What follows belongs to an exercise in optimizing a design on an open flow for small area, a short achievable clock period and few clock cycles per item; a production flow would make more cautious choices. No run shown here included a check of the RTL's function; only the layout flow was run. Power is estimated from default activity; no workload was simulated.

==> flow/design.v, too long to show whole: its modules and the start of the top module <==
// module multiplier: 1431 lines
// module mult_and2: 3 lines
// module mult_enc: 5 lines
// module mult_fa: 4 lines
// module mult_fa1: 4 lines
// module mult_gc: 3 lines
// module mult_ha: 4 lines
// module mult_pp: 3 lines
// module mult_pps: 3 lines
// module mult_xor: 3 lines
// module mult_y: 3 lines
module multiplier(
	input logic clk,
	input logic rst,
	input logic start_flag,
	input logic[15:0] a,
	input logic[15:0] b,
	output logic[31:0] result,
	output logic status
	);
  // ...
==> flow/flow/run.sh <==
#!/bin/bash
set -euo pipefail
cd "$(dirname "$0")/.."
export BUFFER_PORTS_ARGS="-buffer_cell sky130_fd_sc_hd__buf_2"
bash standard.sh > make.log 2>&1
==> flow/standard.sh <==
#!/bin/bash
# synth_recipe.tcl (not shown) runs the flow's synth.tcl, then flattens the netlist and writes it again
# the make line also repeats each setting of config.mk as NAME=value (left out here)
make -C /OpenROAD-flow-scripts/flow DESIGN_CONFIG=/design/flow/config.mk WORK_HOME=/design/flow/orfs CLKGATE_MAP_FILE= SYNTH_SCRIPT=/design/flow/synth_recipe.tcl "${@:-finish}"
==> flow/config.mk <==
export PLATFORM = sky130hd
export DESIGN_NAME = multiplier
export DESIGN_NICKNAME = multiplier
export VERILOG_FILES = /design/flow/design.v
export SDC_FILE = /design/flow/constraint.sdc
export NUM_CORES = 4
export LEC_CHECK = 0
export CAP_MARGIN = 20
export CORE_MARGIN = 2
export CORE_UTILIZATION = 40
export GPL_TIMING_DRIVEN = 0
export SLEW_MARGIN = 20
export SYNTH_HIERARCHICAL = 1
==> flow/constraint.sdc <==
create_clock -name core_clock -period 4.0 [get_ports {clk}]
set_input_delay 0.8000 -clock core_clock [delete_from_list [all_inputs] [get_ports {clk}]]
set_output_delay 0.8000 -clock core_clock [all_outputs]
set_load 0.01 [all_outputs]
==> metrics list, run 1 <==
- Clock group share of total power: 0.125
* Start point of the critical path: q3_1$_DFF_P_
* Switching Share: 0.4068
* Internal Power: a little over 4 mW
* Met2 track demand over resource: 0.3103
* Final setup slack of the worst path: between 0.15 and 0.2 ns
- Wirelength, routed: between 15 and 20 mm
- Relative to the synthesized area, the layout overhead comes to 15.60%.
- Library cell used as clock root buffer: sky130_fd_sc_hd__clkbuf_16
- The final route contains around 5400 vias.
* Power Total: about 6.9 mW
- Run status: finished clean
- Sequential group power: ~1.0 mW
- Static Leak: ~3.7 nW
- On the critical path, the stage with the largest delay is an instance of sky130_fd_sc_hd__ha_1.
* CTS tree: built
- For this run, the leading register cell type out of synthesis is sky130_fd_sc_hd__dfxtp_1.
- The fraction of final cell area spent on clock buffers and inverters in this run is 0.03533.
* Final-report hold violation count: 0
- During tapcell insertion the tool placed roughly 270 well taps.
- Of the total power, combinational logic draws 0.729.
- Synthesis handed over a netlist of 685 instances.
* Clock group power: just under 900 uW
* Initial core utilization: 0.4077
- In the routed layout, each cell is associated on average with a via count of 5.180.
==> run 2: changes to the inputs <==
--- a/flow/design.v
+++ b/flow/design.v
@@ -694,46 +694,92 @@
 	logic pg1199;
 	logic pp21200;
 	logic pg1203;
 	logic pp21204;
 	logic pg1207;
 	logic pp21208;
 	logic pg1211;
 	logic pp21212;
-	logic sum1215;
-	logic sum1217;
-	logic sum1219;
-	logic sum1221;
-	logic sum1223;
-	logic sum1225;
-	logic sum1227;
-	logic sum1229;
-	logic sum1231;
-	logic sum1233;
-	logic sum1235;
-	logic sum1237;
-	logic sum1239;
-	logic sum1241;
-	logic sum1243;
-	logic sum1245;
-	logic sum1247;
-	logic sum1249;
-	logic sum1251;
-	logic sum1253;
-	logic sum1255;
-	logic sum1257;
-	logic sum1259;
-	logic sum1261;
-	logic sum1263;
-	logic sum1265;
-	logic sum1267;
-	logic sum1269;
-	logic sum1271;
-	logic sum1273;
+	logic pg1215;
+	logic pp21216;
+	logic pg1219;
+	logic pp21220;
+	logic pg1223;
+	logic pp21224;
+	logic pg1227;
+	logic pp21228;
+	logic pg1231;
+	logic pp21232;
+	logic pg1235;
+	logic pp21236;
+	logic pg1239;
+	logic pp21240;
+	logic pg1243;
+	logic pp21244;
+	logic pg1247;
+	logic pp21248;
+	logic pg1251;
+	logic pp21252;
+	logic pg1255;
+	logic pp21256;
+	logic pg1259;
+	logic pp21260;
+	logic pg1263;
+	logic pp21264;
+	logic pg1267;
+	logic pp21268;
+	logic pg1271;
+	logic pp21272;
+	logic pg1275;
+	logic pp21276;
+	logic pg1279;
+	logic pp21280;
+	logic pg1283;
+	logic pp21284;
+	logic pg1287;
+	logic pp21288;
+	logic pg1291;
+	logic pp21292;
+	logic pg1295;
+	logic pp21296;
+	logic pg1299;
+	logic pp21300;
+	logic pg1303;
+	logic pp21304;
+	logic sum1307;
+	logic sum1309;
+	logic sum1311;
+	logic sum1313;
+	logic sum1315;
+	logic sum1317;
+	logic sum1319;
+	logic sum1321;
+	logic sum1323;
+	logic sum1325;
+	logic sum1327;
+	logic sum1329;
+	logic sum1331;
+	logic sum1333;
+	logic sum1335;
+	logic sum1337;
+	logic sum1339;
+	logic sum1341;
+	logic sum1343;
+	logic sum1345;
+	logic sum1347;
+	logic sum1349;
+	logic sum1351;
+	logic sum1353;
+	logic sum1355;
+	logic sum1357;
+	logic sum1359;
+	logic sum1361;
+	logic sum1363;
+	logic sum1365;
 	logic q0_0;
 	logic q0_1;
 	logic q1_0;
 	logic q2_0;
 	logic q2_1;
 	logic q3_0;
 	logic q3_1;
 	logic q4_0;
@@ -1242,128 +1288,174 @@
 	mult_gc u1037 (.gh(c968), .ph(s967), .gl(c965), .g(pg1035));
 	mult_and2 u1038 (.a(s967), .b(s964), .y(pp21036));
 	mult_gc u1041 (.gh(c974), .ph(s973), .gl(c971), .g(pg1039));
 	mult_and2 u1042 (.a(s973), .b(s970), .y(pp21040));
 	mult_gc u1045 (.gh(c980), .ph(s979), .gl(c977), .g(pg1043));
 	mult_and2 u1046 (.a(s979), .b(s976), .y(pp21044));
 	mult_gc u1049 (.gh(c986), .ph(s985), .gl(c983), .g(pg1047));
 	mult_and2 u1050 (.a(s985), .b(s982), .y(pp21048));
-	mult_gc u1053 (.gh(pg995), .ph(pp2996), .gl(pg991), .g(pg1051));
-	mult_and2 u1054 (.a(pp2996), .b(pp2992), .y(pp21052));
-	mult_gc u1057 (.gh(pg1003), .ph(pp21004), .gl(pg999), .g(pg1055));
-	mult_and2 u1058 (.a(pp21004), .b(pp21000), .y(pp21056));
-	mult_gc u1061 (.gh(pg1011), .ph(pp21012), .gl(pg1007), .g(pg1059));
-	mult_and2 u1062 (.a(pp21012), .b(pp21008), .y(pp21060));
-	mult_gc u1065 (.gh(pg1019), .ph(pp21020), .gl(pg1015), .g(pg1063));
-	mult_and2 u1066 (.a(pp21020), .b(pp21016), .y(pp21064));
-	mult_gc u1069 (.gh(pg1027), .ph(pp21028), .gl(pg1023), .g(pg1067));
-	mult_and2 u1070 (.a(pp21028), .b(pp21024), .y(pp21068));
-	mult_gc u1073 (.gh(pg1035), .ph(pp21036), .gl(pg1031), .g(pg1071));
-	mult_and2 u1074 (.a(pp21036), .b(pp21032), .y(pp21072));
-	mult_gc u1077 (.gh(pg1043), .ph(pp21044), .gl(pg1039), .g(pg1075));
-	mult_and2 u1078 (.a(pp21044), .b(pp21040), .y(pp21076));
-	mult_gc u1081 (.gh(c989), .ph(s988), .gl(pg1047), .g(pg1079));
-	mult_and2 u1082 (.a(s988), .b(pp21048), .y(pp21080));
-	mult_gc u1085 (.gh(pg1055), .ph(pp21056), .gl(pg1051), .g(pg1083));
-	mult_and2 u1086 (.a(pp21056), .b(pp21052), .y(pp21084));
-	mult_gc u1089 (.gh(pg1063), .ph(pp21064), .gl(pg1059), .g(pg1087));
-	mult_and2 u1090 (.a(pp21064), .b(pp21060), .y(pp21088));
-	mult_gc u1093 (.gh(pg1071), .ph(pp21072), .gl(pg1067), .g(pg1091));
-	mult_and2 u1094 (.a(pp21072), .b(pp21068), .y(pp21092));
-	mult_gc u1097 (.gh(pg1079), .ph(pp21080), .gl(pg1075), .g(pg1095));
-	mult_and2 u1098 (.a(pp21080), .b(pp21076), .y(pp21096));
-	mult_gc u1101 (.gh(pg1087), .ph(pp21088), .gl(pg1083), .g(pg1099));
-	mult_and2 u1102 (.a(pp21088), .b(pp21084), .y(pp21100));
-	mult_gc u1105 (.gh(pg1095), .ph(pp21096), .gl(pg1091), .g(pg1103));
-	mult_and2 u1106 (.a(pp21096), .b(pp21092), .y(pp21104));
-	mult_gc u1109 (.gh(pg1103), .ph(pp21104), .gl(pg1099), .g(pg1107));
-	mult_and2 u1110 (.a(pp21104), .b(pp21100), .y(pp21108));
-	mult_gc u1113 (.gh(pg1091), .ph(pp21092), .gl(pg1099), .g(pg1111));
-	mult_and2 u1114 (.a(pp21092), .b(pp21100), .y(pp21112));
-	mult_gc u1117 (.gh(pg1059), .ph(pp21060), .gl(pg1083), .g(pg1115));
-	mult_and2 u1118 (.a(pp21060), .b(pp21084), .y(pp21116));
-	mult_gc u1121 (.gh(pg1067), .ph(pp21068), .gl(pg1099), .g(pg1119));
-	mult_and2 u1122 (.a(pp21068), .b(pp21100), .y(pp21120));
-	mult_gc u1125 (.gh(pg1075), .ph(pp21076), .gl(pg1111), .g(pg1123));
-	mult_and2 u1126 (.a(pp21076), .b(pp21112), .y(pp21124));
-	mult_gc u1129 (.gh(pg999), .ph(pp21000), .gl(pg1051), .g(pg1127));
-	mult_and2 u1130 (.a(pp21000), .b(pp21052), .y(pp21128));
-	mult_gc u1133 (.gh(pg1007), .ph(pp21008), .gl(pg1083), .g(pg1131));
-	mult_and2 u1134 (.a(pp21008), .b(pp21084), .y(pp21132));
-	mult_gc u1137 (.gh(pg1015), .ph(pp21016), .gl(pg1115), .g(pg1135));
-	mult_and2 u1138 (.a(pp21016), .b(pp21116), .y(pp21136));
-	mult_gc u1141 (.gh(pg1023), .ph(pp21024), .gl(pg1099), .g(pg1139));
-	mult_and2 u1142 (.a(pp21024), .b(pp21100), .y(pp21140));
-	mult_gc u1145 (.gh(pg1031), .ph(pp21032), .gl(pg1119), .g(pg1143));
-	mult_and2 u1146 (.a(pp21032), .b(pp21120), .y(pp21144));
-	mult_gc u1149 (.gh(pg1039), .ph(pp21040), .gl(pg1111), .g(pg1147));
-	mult_and2 u1150 (.a(pp21040), .b(pp21112), .y(pp21148));
-	mult_gc u1153 (.gh(pg1047), .ph(pp21048), .gl(pg1123), .g(pg1151));
-	mult_and2 u1154 (.a(pp21048), .b(pp21124), .y(pp21152));
-	mult_gc u1157 (.gh(c905), .ph(s904), .gl(pg991), .g(pg1155));
-	mult_and2 u1158 (.a(s904), .b(pp2992), .y(pp21156));
-	mult_gc u1161 (.gh(c911), .ph(s910), .gl(pg1051), .g(pg1159));
-	mult_and2 u1162 (.a(s910), .b(pp21052), .y(pp21160));
-	mult_gc u1165 (.gh(c917), .ph(s916), .gl(pg1127), .g(pg1163));
-	mult_and2 u1166 (.a(s916), .b(pp21128), .y(pp21164));
-	mult_gc u1169 (.gh(c923), .ph(s922), .gl(pg1083), .g(pg1167));
-	mult_and2 u1170 (.a(s922), .b(pp21084), .y(pp21168));
-	mult_gc u1173 (.gh(c929), .ph(s928), .gl(pg1131), .g(pg1171));
-	mult_and2 u1174 (.a(s928), .b(pp21132), .y(pp21172));
-	mult_gc u1177 (.gh(c935), .ph(s934), .gl(pg1115), .g(pg1175));
-	mult_and2 u1178 (.a(s934), .b(pp21116), .y(pp21176));
-	mult_gc u1181 (.gh(c941), .ph(s940), .gl(pg1135), .g(pg1179));
-	mult_and2 u1182 (.a(s940), .b(pp21136), .y(pp21180));
-	mult_gc u1185 (.gh(c947), .ph(s946), .gl(pg1099), .g(pg1183));
-	mult_and2 u1186 (.a(s946), .b(pp21100), .y(pp21184));
-	mult_gc u1189 (.gh(c953), .ph(s952), .gl(pg1139), .g(pg1187));
-	mult_and2 u1190 (.a(s952), .b(pp21140), .y(pp21188));
-	mult_gc u1193 (.gh(c959), .ph(s958), .gl(pg1119), .g(pg1191));
-	mult_and2 u1194 (.a(s958), .b(pp21120), .y(pp21192));
-	mult_gc u1197 (.gh(c965), .ph(s964), .gl(pg1143), .g(pg1195));
-	mult_and2 u1198 (.a(s964), .b(pp21144), .y(pp21196));
-	mult_gc u1201 (.gh(c971), .ph(s970), .gl(pg1111), .g(pg1199));
-	mult_and2 u1202 (.a(s970), .b(pp21112), .y(pp21200));
-	mult_gc u1205 (.gh(c977), .ph(s976), .gl(pg1147), .g(pg1203));
-	mult_and2 u1206 (.a(s976), .b(pp21148), .y(pp21204));
-	mult_gc u1209 (.gh(c983), .ph(s982), .gl(pg1123), .g(pg1207));
-	mult_and2 u1210 (.a(s982), .b(pp21124), .y(pp21208));
-	mult_gc u1213 (.gh(c989), .ph(s988), .gl(pg1151), .g(pg1211));
-	mult_and2 u1214 (.a(s988), .b(pp21152), .y(pp21212));
-	mult_xor u1216 (.a(q1_0), .b(c902), .y(sum1215));
-	mult_xor u1218 (.a(s904), .b(pg991), .y(sum1217));
-	mult_xor u1220 (.a(s907), .b(pg1155), .y(sum1219));
-	mult_xor u1222 (.a(s910), .b(pg1051), .y(sum1221));
-	mult_xor u1224 (.a(s913), .b(pg1159), .y(sum1223));
-	mult_xor u1226 (.a(s916), .b(pg1127), .y(sum1225));
-	mult_xor u1228 (.a(s919), .b(pg1163), .y(sum1227));
-	mult_xor u1230 (.a(s922), .b(pg1083), .y(sum1229));
-	mult_xor u1232 (.a(s925), .b(pg1167), .y(sum1231));
-	mult_xor u1234 (.a(s928), .b(pg1131), .y(sum1233));
-	mult_xor u1236 (.a(s931), .b(pg1171), .y(sum1235));
-	mult_xor u1238 (.a(s934), .b(pg1115), .y(sum1237));
-	mult_xor u1240 (.a(s937), .b(pg1175), .y(sum1239));
-	mult_xor u1242 (.a(s940), .b(pg1135), .y(sum1241));
-	mult_xor u1244 (.a(s943), .b(pg1179), .y(sum1243));
-	mult_xor u1246 (.a(s946), .b(pg1099), .y(sum1245));
-	mult_xor u1248 (.a(s949), .b(pg1183), .y(sum1247));
-	mult_xor u1250 (.a(s952), .b(pg1139), .y(sum1249));
-	mult_xor u1252 (.a(s955), .b(pg1187), .y(sum1251));
-	mult_xor u1254 (.a(s958), .b(pg1119), .y(sum1253));
-	mult_xor u1256 (.a(s961), .b(pg1191), .y(sum1255));
-	mult_xor u1258 (.a(s964), .b(pg1143), .y(sum1257));
-	mult_xor u1260 (.a(s967), .b(pg1195), .y(sum1259));
-	mult_xor u1262 (.a(s970), .b(pg1111), .y(sum1261));
-	mult_xor u1264 (.a(s973), .b(pg1199), .y(sum1263));
-	mult_xor u1266 (.a(s976), .b(pg1147), .y(sum1265));
-	mult_xor u1268 (.a(s979), .b(pg1203), .y(sum1267));
-	mult_xor u1270 (.a(s982), .b(pg1123), .y(sum1269));
-	mult_xor u1272 (.a(s985), .b(pg1207), .y(sum1271));
-	mult_xor u1274 (.a(s988), .b(pg1151), .y(sum1273));
+	mult_gc u1053 (.gh(c905), .ph(s904), .gl(pg991), .g(pg1051));
+	mult_and2 u1054 (.a(s904), .b(pp2992), .y(pp21052));
+	mult_gc u1057 (.gh(pg995), .ph(pp2996), .gl(pg991), .g(pg1055));
+	mult_and2 u1058 (.a(pp2996), .b(pp2992), .y(pp21056));
+	mult_gc u1061 (.gh(c917), .ph(s916), .gl(pg999), .g(pg1059));
+	mult_and2 u1062 (.a(s916), .b(pp21000), .y(pp21060));
+	mult_gc u1065 (.gh(pg1003), .ph(pp21004), .gl(pg999), .g(pg1063));
+	mult_and2 u1066 (.a(pp21004), .b(pp21000), .y(pp21064));
+	mult_gc u1069 (.gh(c929), .ph(s928), .gl(pg1007), .g(pg1067));
+	mult_and2 u1070 (.a(s928), .b(pp21008), .y(pp21068));
+	mult_gc u1073 (.gh(pg1011), .ph(pp21012), .gl(pg1007), .g(pg1071));
+	mult_and2 u1074 (.a(pp21012), .b(pp21008), .y(pp21072));
+	mult_gc u1077 (.gh(c941), .ph(s940), .gl(pg1015), .g(pg1075));
+	mult_and2 u1078 (.a(s940), .b(pp21016), .y(pp21076));
+	mult_gc u1081 (.gh(pg1019), .ph(pp21020), .gl(pg1015), .g(pg1079));
+	mult_and2 u1082 (.a(pp21020), .b(pp21016), .y(pp21080));
+	mult_gc u1085 (.gh(c953), .ph(s952), .gl(pg1023), .g(pg1083));
+	mult_and2 u1086 (.a(s952), .b(pp21024), .y(pp21084));
+	mult_gc u1089 (.gh(pg1027), .ph(pp21028), .gl(pg1023), .g(pg1087));
+	mult_and2 u1090 (.a(pp21028), .b(pp21024), .y(pp21088));
+	mult_gc u1093 (.gh(c965), .ph(s964), .gl(pg1031), .g(pg1091));
+	mult_and2 u1094 (.a(s964), .b(pp21032), .y(pp21092));
+	mult_gc u1097 (.gh(pg1035), .ph(pp21036), .gl(pg1031), .g(pg1095));
+	mult_and2 u1098 (.a(pp21036), .b(pp21032), .y(pp21096));
+	mult_gc u1101 (.gh(c977), .ph(s976), .gl(pg1039), .g(pg1099));
+	mult_and2 u1102 (.a(s976), .b(pp21040), .y(pp21100));
+	mult_gc u1105 (.gh(pg1043), .ph(pp21044), .gl(pg1039), .g(pg1103));
+	mult_and2 u1106 (.a(pp21044), .b(pp21040), .y(pp21104));
+	mult_gc u1109 (.gh(c989), .ph(s988), .gl(pg1047), .g(pg1107));
+	mult_and2 u1110 (.a(s988), .b(pp21048), .y(pp21108));
+	mult_gc u1113 (.gh(c989), .ph(s988), .gl(pg1047), .g(pg1111));
+	mult_and2 u1114 (.a(s988), .b(pp21048), .y(pp21112));
+	mult_gc u1117 (.gh(c911), .ph(s910), .gl(pg1055), .g(pg1115));
+	mult_and2 u1118 (.a(s910), .b(pp21056), .y(pp21116));
+	mult_gc u1121 (.gh(pg999), .ph(pp21000), .gl(pg1055), .g(pg1119));
+	mult_and2 u1122 (.a(pp21000), .b(pp21056), .y(pp21120));
+	mult_gc u1125 (.gh(pg1059), .ph(pp21060), .gl(pg1055), .g(pg1123));
+	mult_and2 u1126 (.a(pp21060), .b(pp21056), .y(pp21124));
+	mult_gc u1129 (.gh(pg1063), .ph(pp21064), .gl(pg1055), .g(pg1127));
+	mult_and2 u1130 (.a(pp21064), .b(pp21056), .y(pp21128));
+	mult_gc u1133 (.gh(c935), .ph(s934), .gl(pg1071), .g(pg1131));
+	mult_and2 u1134 (.a(s934), .b(pp21072), .y(pp21132));
+	mult_gc u1137 (.gh(pg1015), .ph(pp21016), .gl(pg1071), .g(pg1135));
+	mult_and2 u1138 (.a(pp21016), .b(pp21072), .y(pp21136));
+	mult_gc u1141 (.gh(pg1075), .ph(pp21076), .gl(pg1071), .g(pg1139));
+	mult_and2 u1142 (.a(pp21076), .b(pp21072), .y(pp21140));
+	mult_gc u1145 (.gh(pg1079), .ph(pp21080), .gl(pg1071), .g(pg1143));
+	mult_and2 u1146 (.a(pp21080), .b(pp21072), .y(pp21144));
+	mult_gc u1149 (.gh(c959), .ph(s958), .gl(pg1087), .g(pg1147));
+	mult_and2 u1150 (.a(s958), .b(pp21088), .y(pp21148));
+	mult_gc u1153 (.gh(pg1031), .ph(pp21032), .gl(pg1087), .g(pg1151));
+	mult_and2 u1154 (.a(pp21032), .b(pp21088), .y(pp21152));
+	mult_gc u1157 (.gh(pg1091), .ph(pp21092), .gl(pg1087), .g(pg1155));
+	mult_and2 u1158 (.a(pp21092), .b(pp21088), .y(pp21156));
+	mult_gc u1161 (.gh(pg1095), .ph(pp21096), .gl(pg1087), .g(pg1159));
+	mult_and2 u1162 (.a(pp21096), .b(pp21088), .y(pp21160));
+	mult_gc u1165 (.gh(c983), .ph(s982), .gl(pg1103), .g(pg1163));
+	mult_and2 u1166 (.a(s982), .b(pp21104), .y(pp21164));
+	mult_gc u1169 (.gh(pg1047), .ph(pp21048), .gl(pg1103), .g(pg1167));
+	mult_and2 u1170 (.a(pp21048), .b(pp21104), .y(pp21168));
+	mult_gc u1173 (.gh(pg1107), .ph(pp21108), .gl(pg1103), .g(pg1171));
+	mult_and2 u1174 (.a(pp21108), .b(pp21104), .y(pp21172));
+	mult_gc u1177 (.gh(pg1111), .ph(pp21112), .gl(pg1103), .g(pg1175));
+	mult_and2 u1178 (.a(pp21112), .b(pp21104), .y(pp21176));
+	mult_gc u1181 (.gh(c923), .ph(s922), .gl(pg1127), .g(pg1179));
+	mult_and2 u1182 (.a(s922), .b(pp21128), .y(pp21180));
+	mult_gc u1185 (.gh(pg1007), .ph(pp21008), .gl(pg1127), .g(pg1183));
+	mult_and2 u1186 (.a(pp21008), .b(pp21128), .y(pp21184));
+	mult_gc u1189 (.gh(pg1067), .ph(pp21068), .gl(pg1127), .g(pg1187));
+	mult_and2 u1190 (.a(pp21068), .b(pp21128), .y(pp21188));
+	mult_gc u1193 (.gh(pg1071), .ph(pp21072), .gl(pg1127), .g(pg1191));
+	mult_and2 u1194 (.a(pp21072), .b(pp21128), .y(pp21192));
+	mult_gc u1197 (.gh(pg1131), .ph(pp21132), .gl(pg1127), .g(pg1195));
+	mult_and2 u1198 (.a(pp21132), .b(pp21128), .y(pp21196));
+	mult_gc u1201 (.gh(pg1135), .ph(pp21136), .gl(pg1127), .g(pg1199));
+	mult_and2 u1202 (.a(pp21136), .b(pp21128), .y(pp21200));
+	mult_gc u1205 (.gh(pg1139), .ph(pp21140), .gl(pg1127), .g(pg1203));
+	mult_and2 u1206 (.a(pp21140), .b(pp21128), .y(pp21204));
+	mult_gc u1209 (.gh(pg1143), .ph(pp21144), .gl(pg1127), .g(pg1207));
+	mult_and2 u1210 (.a(pp21144), .b(pp21128), .y(pp21208));
+	mult_gc u1213 (.gh(c971), .ph(s970), .gl(pg1159), .g(pg1211));
+	mult_and2 u1214 (.a(s970), .b(pp21160), .y(pp21212));
+	mult_gc u1217 (.gh(pg1039), .ph(pp21040), .gl(pg1159), .g(pg1215));
+	mult_and2 u1218 (.a(pp21040), .b(pp21160), .y(pp21216));
+	mult_gc u1221 (.gh(pg1099), .ph(pp21100), .gl(pg1159), .g(pg1219));
+	mult_and2 u1222 (.a(pp21100), .b(pp21160), .y(pp21220));
+	mult_gc u1225 (.gh(pg1103), .ph(pp21104), .gl(pg1159), .g(pg1223));
+	mult_and2 u1226 (.a(pp21104), .b(pp21160), .y(pp21224));
+	mult_gc u1229 (.gh(pg1163), .ph(pp21164), .gl(pg1159), .g(pg1227));
+	mult_and2 u1230 (.a(pp21164), .b(pp21160), .y(pp21228));
+	mult_gc u1233 (.gh(pg1167), .ph(pp21168), .gl(pg1159), .g(pg1231));
+	mult_and2 u1234 (.a(pp21168), .b(pp21160), .y(pp21232));
+	mult_gc u1237 (.gh(pg1171), .ph(pp21172), .gl(pg1159), .g(pg1235));
+	mult_and2 u1238 (.a(pp21172), .b(pp21160), .y(pp21236));
+	mult_gc u1241 (.gh(pg1175), .ph(pp21176), .gl(pg1159), .g(pg1239));
+	mult_and2 u1242 (.a(pp21176), .b(pp21160), .y(pp21240));
+	mult_gc u1245 (.gh(c947), .ph(s946), .gl(pg1207), .g(pg1243));
+	mult_and2 u1246 (.a(s946), .b(pp21208), .y(pp21244));
+	mult_gc u1249 (.gh(pg1023), .ph(pp21024), .gl(pg1207), .g(pg1247));
+	mult_and2 u1250 (.a(pp21024), .b(pp21208), .y(pp21248));
+	mult_gc u1253 (.gh(pg1083), .ph(pp21084), .gl(pg1207), .g(pg1251));
+	mult_and2 u1254 (.a(pp21084), .b(pp21208), .y(pp21252));
+	mult_gc u1257 (.gh(pg1087), .ph(pp21088), .gl(pg1207), .g(pg1255));
+	mult_and2 u1258 (.a(pp21088), .b(pp21208), .y(pp21256));
+	mult_gc u1261 (.gh(pg1147), .ph(pp21148), .gl(pg1207), .g(pg1259));
+	mult_and2 u1262 (.a(pp21148), .b(pp21208), .y(pp21260));
+	mult_gc u1265 (.gh(pg1151), .ph(pp21152), .gl(pg1207), .g(pg1263));
+	mult_and2 u1266 (.a(pp21152), .b(pp21208), .y(pp21264));
+	mult_gc u1269 (.gh(pg1155), .ph(pp21156), .gl(pg1207), .g(pg1267));
+	mult_and2 u1270 (.a(pp21156), .b(pp21208), .y(pp21268));
+	mult_gc u1273 (.gh(pg1159), .ph(pp21160), .gl(pg1207), .g(pg1271));
+	mult_and2 u1274 (.a(pp21160), .b(pp21208), .y(pp21272));
+	mult_gc u1277 (.gh(pg1211), .ph(pp21212), .gl(pg1207), .g(pg1275));
+	mult_and2 u1278 (.a(pp21212), .b(pp21208), .y(pp21276));
+	mult_gc u1281 (.gh(pg1215), .ph(pp21216), .gl(pg1207), .g(pg1279));
+	mult_and2 u1282 (.a(pp21216), .b(pp21208), .y(pp21280));
+	mult_gc u1285 (.gh(pg1219), .ph(pp21220), .gl(pg1207), .g(pg1283));
+	mult_and2 u1286 (.a(pp21220), .b(pp21208), .y(pp21284));
+	mult_gc u1289 (.gh(pg1223), .ph(pp21224), .gl(pg1207), .g(pg1287));
+	mult_and2 u1290 (.a(pp21224), .b(pp21208), .y(pp21288));
+	mult_gc u1293 (.gh(pg1227), .ph(pp21228), .gl(pg1207), .g(pg1291));
+	mult_and2 u1294 (.a(pp21228), .b(pp21208), .y(pp21292));
+	mult_gc u1297 (.gh(pg1231), .ph(pp21232), .gl(pg1207), .g(pg1295));
+	mult_and2 u1298 (.a(pp21232), .b(pp21208), .y(pp21296));
+	mult_gc u1301 (.gh(pg1235), .ph(pp21236), .gl(pg1207), .g(pg1299));
+	mult_and2 u1302 (.a(pp21236), .b(pp21208), .y(pp21300));
+	mult_gc u1305 (.gh(pg1239), .ph(pp21240), .gl(pg1207), .g(pg1303));
+	mult_and2 u1306 (.a(pp21240), .b(pp21208), .y(pp21304));
+	mult_xor u1308 (.a(q1_0), .b(c902), .y(sum1307));
+	mult_xor u1310 (.a(s904), .b(pg991), .y(sum1309));
+	mult_xor u1312 (.a(s907), .b(pg1051), .y(sum1311));
+	mult_xor u1314 (.a(s910), .b(pg1055), .y(sum1313));
+	mult_xor u1316 (.a(s913), .b(pg1115), .y(sum1315));
+	mult_xor u1318 (.a(s916), .b(pg1119), .y(sum1317));
+	mult_xor u1320 (.a(s919), .b(pg1123), .y(sum1319));
+	mult_xor u1322 (.a(s922), .b(pg1127), .y(sum1321));
+	mult_xor u1324 (.a(s925), .b(pg1179), .y(sum1323));
+	mult_xor u1326 (.a(s928), .b(pg1183), .y(sum1325));
+	mult_xor u1328 (.a(s931), .b(pg1187), .y(sum1327));
+	mult_xor u1330 (.a(s934), .b(pg1191), .y(sum1329));
+	mult_xor u1332 (.a(s937), .b(pg1195), .y(sum1331));
+	mult_xor u1334 (.a(s940), .b(pg1199), .y(sum1333));
+	mult_xor u1336 (.a(s943), .b(pg1203), .y(sum1335));
+	mult_xor u1338 (.a(s946), .b(pg1207), .y(sum1337));
+	mult_xor u1340 (.a(s949), .b(pg1243), .y(sum1339));
+	mult_xor u1342 (.a(s952), .b(pg1247), .y(sum1341));
+	mult_xor u1344 (.a(s955), .b(pg1251), .y(sum1343));
+	mult_xor u1346 (.a(s958), .b(pg1255), .y(sum1345));
+	mult_xor u1348 (.a(s961), .b(pg1259), .y(sum1347));
+	mult_xor u1350 (.a(s964), .b(pg1263), .y(sum1349));
+	mult_xor u1352 (.a(s967), .b(pg1267), .y(sum1351));
+	mult_xor u1354 (.a(s970), .b(pg1271), .y(sum1353));
+	mult_xor u1356 (.a(s973), .b(pg1275), .y(sum1355));
+	mult_xor u1358 (.a(s976), .b(pg1279), .y(sum1357));
+	mult_xor u1360 (.a(s979), .b(pg1283), .y(sum1359));
+	mult_xor u1362 (.a(s982), .b(pg1287), .y(sum1361));
+	mult_xor u1364 (.a(s985), .b(pg1291), .y(sum1363));
+	mult_xor u1366 (.a(s988), .b(pg1295), .y(sum1365));
 	always_ff @(posedge clk) begin
 		q0_0 <= cb3;
 		q0_1 <= pp38;
 		q1_0 <= pp40;
 		q2_0 <= s818;
 		q2_1 <= pp109;
 		q3_0 <= c819;
 		q3_1 <= s821;
@@ -1421,17 +1513,17 @@
 		q29_1 <= s899;
 		q30_0 <= c900;
 		q30_1 <= pp567;
 	end
 	always_ff @(posedge clk or negedge rst) begin
 		if(~rst) done <= 1'b0;
 		else done <= start_flag;
 	end
-	assign result = {~pg1211, sum1273, sum1271, sum1269, sum1267, sum1265, sum1263, sum1261, sum1259, sum1257, sum1255, sum1253, sum1251, sum1249, sum1247, sum1245, sum1243, sum1241, sum1239, sum1237, sum1235, sum1233, sum1231, sum1229, sum1227, sum1225, sum1223, sum1221, sum1219, sum1217, sum1215, s901};
+	assign result = {~pg1299, sum1365, sum1363, sum1361, sum1359, sum1357, sum1355, sum1353, sum1351, sum1349, sum1347, sum1345, sum1343, sum1341, sum1339, sum1337, sum1335, sum1333, sum1331, sum1329, sum1327, sum1325, sum1323, sum1321, sum1319, sum1317, sum1315, sum1313, sum1311, sum1309, sum1307, s901};
 	assign status = done;
 endmodule
 module mult_and2(input logic a, input logic b, output logic y);
 	assign y = a & b;
 endmodule
 module mult_enc(input logic b1, input logic b0, input logic bm, output logic one, output logic two, output logic cb);
 	assign one = b0 ^ bm;
 	assign two = (b1 & ~b0 & ~bm) | (~b1 & b0 & bm);
==> run 2 against run 1 <==
Net effect: maximum frequency decreased by 1.0%; synthesized area increased by 4.0%; still clean; sequential cell count did not move; total power is 5.7% higher; critical path depth fell by 3; first-iteration DRC count up 3.8%; sequential share of layout area shrank 0.51 points; combinational power increased by 8.1%.
==> metrics list, run 2 <==
- Min-delay worst type: in2async
- The run finished with no timing, DRC or antenna violations.
- Of the synthesized area, sequential elements account for 0.1510.
* Highest-count cells in the layout ignoring fill and taps: sky130_fd_sc_hd__xnor2_1 (128), sky130_fd_sc_hd__a22oi_2 (128), sky130_fd_sc_hd__fa_1 (87), sky130_fd_sc_hd__a21o_1 (73), sky130_fd_sc_hd__dfxtp_1 (61)
* Static Leak: 3.948 nW (+7.3%)
- Count of flip-flops with a built-in enable after synthesis: 0
- Commonest register cell after synthesis: sky130_fd_sc_hd__dfxtp_1
- Measured on the finished design, the core utilization comes to 0.4711.
* Die Span Y: roughly 150 um
- Final-report hold violation count: 0 (unchanged)
- Worst voltage drop across the vdd grid: 417.6 uV
- Synthesis inferred between 60 and 70 register bits.
- The worst setup path is captured at a flop.
* Critical path start-end classification: in2reg
* Post-Place Worst Slack: -0.7732 ns
* Minimum clock period after layout: approximately 3.9 ns
* Detailed-router iteration count before antenna repair: 4
* Design Area, Final: roughly 9500 um2
- Area share of xor/xnor cells in the synthesized design: 0.1677
* Stage delay of the slowest cell on the critical path: ~0.67 ns
- Cell count after synthesis: 731 (+6.7%)
- I/O Buffers: 67
* Async SR Flop Fraction: 0.01613
- Leading cell types by total area after synthesis: sky130_fd_sc_hd__fa_1 (21%), sky130_fd_sc_hd__a22oi_2 (19%), sky130_fd_sc_hd__dfxtp_1 (15%)
* GRT Total Usage: 0.1908
- Among cell families on the critical path, the largest total delay comes from adder cells.
* Critical path's most frequent cell: sky130_fd_sc_hd__fa_1
- Detailed-route DRC error count: 0
* Initial core utilization: 0.4077 (about the same)
- Data required time at the worst endpoint: approximately 4.2 ns
- Max Transition Viols Final: 0
- Overflow after GRT: 0
* CTS tree: built
* Share of synthesized area spent on multiplexers: 0
- Detailed placement finished with a half-perimeter wire length of 15.09 mm.
- Diode count: 0
- Power Total: 7.309 mW (+5.7%)
* Deepest level of the CTS H-tree: 3
- Fill cells in the final layout number approximately 1900.
- Entering global routing, the biggest net connects 24 pins.
- The first global-routing pass estimated between 30 and 40 mm of wire.
* Io pins: 68
- Of the total synthesized cell area, the portion taken by full adders, half adders and majority gates is 0.3006.
- The post-detailed-routing wire length is 19.61 mm (+7.2%).
- First-iteration detailed-routing DRC count: about 220
- Summed over all instances, the cell type with the most area after synthesis is sky130_fd_sc_hd__fa_1.
* Worst relative slew slack: 0.4249
* Highest fanout seen on the critical path: 23
* Cell Area, Synth: 8250 um2
- Std-Cell Rows: 52
* Relative area change from synthesis to final layout: 15.53% (about the same)
* Maximum clock path buffer count: 2
- Inserted Clock Buffers: 9
* Die area: ~22000 um2
- Count of final setup violators: 0
- Largest family of logic cells by synthesized area: adder cells
- Die X: roughly 150 um
* Area of combinational cells with multiple inputs: roughly 6700 um2
- Top achievable clock speed: 0.2571 GHz
* Count of synthesis-stage warnings from yosys: 7
- Cell at the slowest stage of the critical path: sky130_fd_sc_hd__o22ai_4
- Clock tree synthesis found a total of 62 sinks.
* Placeable core area: 20230 um2
- The number of global-route vias before repair is ~6100.
* Final setup slack of the worst path: 0.1111 ns (-0.03930 ns)
* Type of element launching the critical path: primary input
- In this run the power density over the cells is 766.8 nW/um2.
- Storage cell area: ~1200 um2
- Of the total synthesized cell area, the portion taken by AND, OR, NAND and NOR gates is 0.05065.
- Crit path buf inv count: 1
- List of most frequent post-synthesis cells: sky130_fd_sc_hd__a22oi_2 (128), sky130_fd_sc_hd__xnor2_1 (128), sky130_fd_sc_hd__fa_1 (87)
* Via count: 5716 (+5.3%)
* Library cell used as clock root buffer: sky130_fd_sc_hd__clkbuf_16
- Synthesized-area fraction occupied by ao, oa, aoi and oai cells: 0.2809
* Worst Tran Pin Value: approximately 0.86 ns
* Clk pin slew, worst setup/hold paths: roughly 0.060 ns
* Count of antenna-violating nets left after detailed routing: 0
* Netlist cell types: 17
* Number of antenna violations at the first check in global routing: 0
- The placed instances occupy a cell area of 8954 um2.
- In the final layout, the share of cells above drive strength 1 is 0.3309.
- Weighted congestion at the end of routability-driven global placement: between 0.8 and 0.9
- List of cells traversed by the critical path: buf_4 -> nand2_1 -> o22ai_4 -> a22oi_2 -> fa_1 -> fa_1 -> fa_1 -> fa_1
* Setup repair after global routing missed its margin: false
- Endpoint arrival time on the critical path: 4.11 ns
* Synth top area share: 0.2111
- Wire per inst: ~18 um
- Fin crit share: 0.9722
* Net count reported at finish: between 1000 and 1500
- Worst Hold Margin: about 0.22 ns
* Via density per instance: 5.178 (about the same)
- Number of max-capacitance violations reported: 0
- Syn avg cell area: 11.29 um2
[run 2: cell count changes after synthesis]
cell                     before  now
sky130_fd_sc_hd__a21o_1      51   74
sky130_fd_sc_hd__and2_1      23   46
[run 2: final timing paths]
path                             from        endpoint  cells past startpoint
hold / removal                    rst  done$_DFF_PN0_                      1
max in group asynchronous         rst  done$_DFF_PN0_                      1
setup / recovery                 b[9]   q18_1$_DFF_P_                      8
min in group core_clock    start_flag  done$_DFF_PN0_                      1
[run 2: kinds of logic (layout without fill, tap and decap cells)]
| logic type | Yosys count | after routing |
|---|---|---|
| AO/OA/AOI/OAI | 218 | 218 |
| AND/OR/NAND/NOR | 70 | 70 |
| adder cells (fa/ha/maj) | 146 | 146 |
| flip-flops | 62 | 62 |
| other | 1 | 3 |
| buffers and inverters | 76 | 177 |
| XOR/XNOR | 158 | 158 |
[run 2: routing by layer]
layer | track usage | vias up | share of wire
li1 | - | 2760 | -
met1 | 0.2520 | 2836 | 0.47
met2 | 0.3274 | 98 | 0.49
met3 | 0.02593 | 22 | 0.027
met4 | 0.05433 | 0 | 0.019
met5 | 0 | - | 0
[run 2: where the power goes]
part           switching, mW  internal (mW)  leakage, nW  total, mW
sequential            0.0815          0.926        0.526       1.01
combinational           2.64           2.81         3.27       5.45
clock                  0.306          0.547        0.156      0.853
total                   3.03           4.28         3.95       7.31
[run 2: area by class of cell]
class / count / share of cell area
clock buffers: 9 / 0.02363
repair buffers: 85 / 0.05382
clock inverters: 7 / 0.01037
inverters: 45 / 0.01772
well taps: 270 / 0.03544
plain buffers: 31 / 0.02442
multi-input cells: 595 / 0.7039
flip-flops and latches: 62 / 0.1307
[run 2: per-stage QoR]
step                      TNS, ns  std cells
after global routing            0       1104
after detailed placement   -15.01       1070
after floorplan                 0        733
after CTS                       0       1094
after global placement     -13.79       1070
final                           0       1104
[run 2: timing repair]
action                                  CTS  global route
endpoints found under the setup margin   21            17
hold buffers                              0             0
pin swaps                                 4             1
gates resized for setup                  19             3
setup buffers                             8            10
[run 2: Yosys stat by module, one instance, submodules excluded, a selection]
module / cell area, um2 / times used
mult_and2: 6.256 / 46
mult_fa: 20.02 / 87
mult_fa1: 27.53 / 4
mult_gc: 7.507 / 74
mult_pp: 12.51 / 128
mult_pps: 7.507 / 8
mult_xor: 8.758 / 30
mult_y: 8.758 / 128
multiplier: 1531 / 1

-- static timing again, ports no longer ideal --
No port has a modelled driver above. Below, the same layouts with a new extraction and two added sets of constraints.
Step 1, drivers: a clkbuf_16 drives clk and a buf_2 each remaining input, both assumed.
Step 2 moves the port delays by t, midway between the first and last clock arrival at a register: inputs arrive t later, outputs are due t later. That takes back most of the time a late clock gives input paths.
a / b / c = ideal ports / drivers / drivers and shift; a / b = the first two.
| run | shift t [ns] | setup WS [ns] | hold WS [ns] | worst setup path at the end | slew at the worst register clock pin (ns) |
|---|---|---|---|---|---|
| run 1 | 0.392 | 0.150 / 0.108 / -0.228 | 0.209 / 0.190 / 0.582 | input to register | 0.06 / 0.06 |
| run 2 | 0.380 | 0.111 / 0.114 / -0.265 | 0.223 / 0.201 / 0.581 | input to register | 0.06 / 0.06 |
With both steps, setup timing fails in run 1 and run 2, where it was met with ideal ports. The setup slack of run 1, which loses most, moves by -0.042 ns with the drivers and by -0.378 ns with both steps.
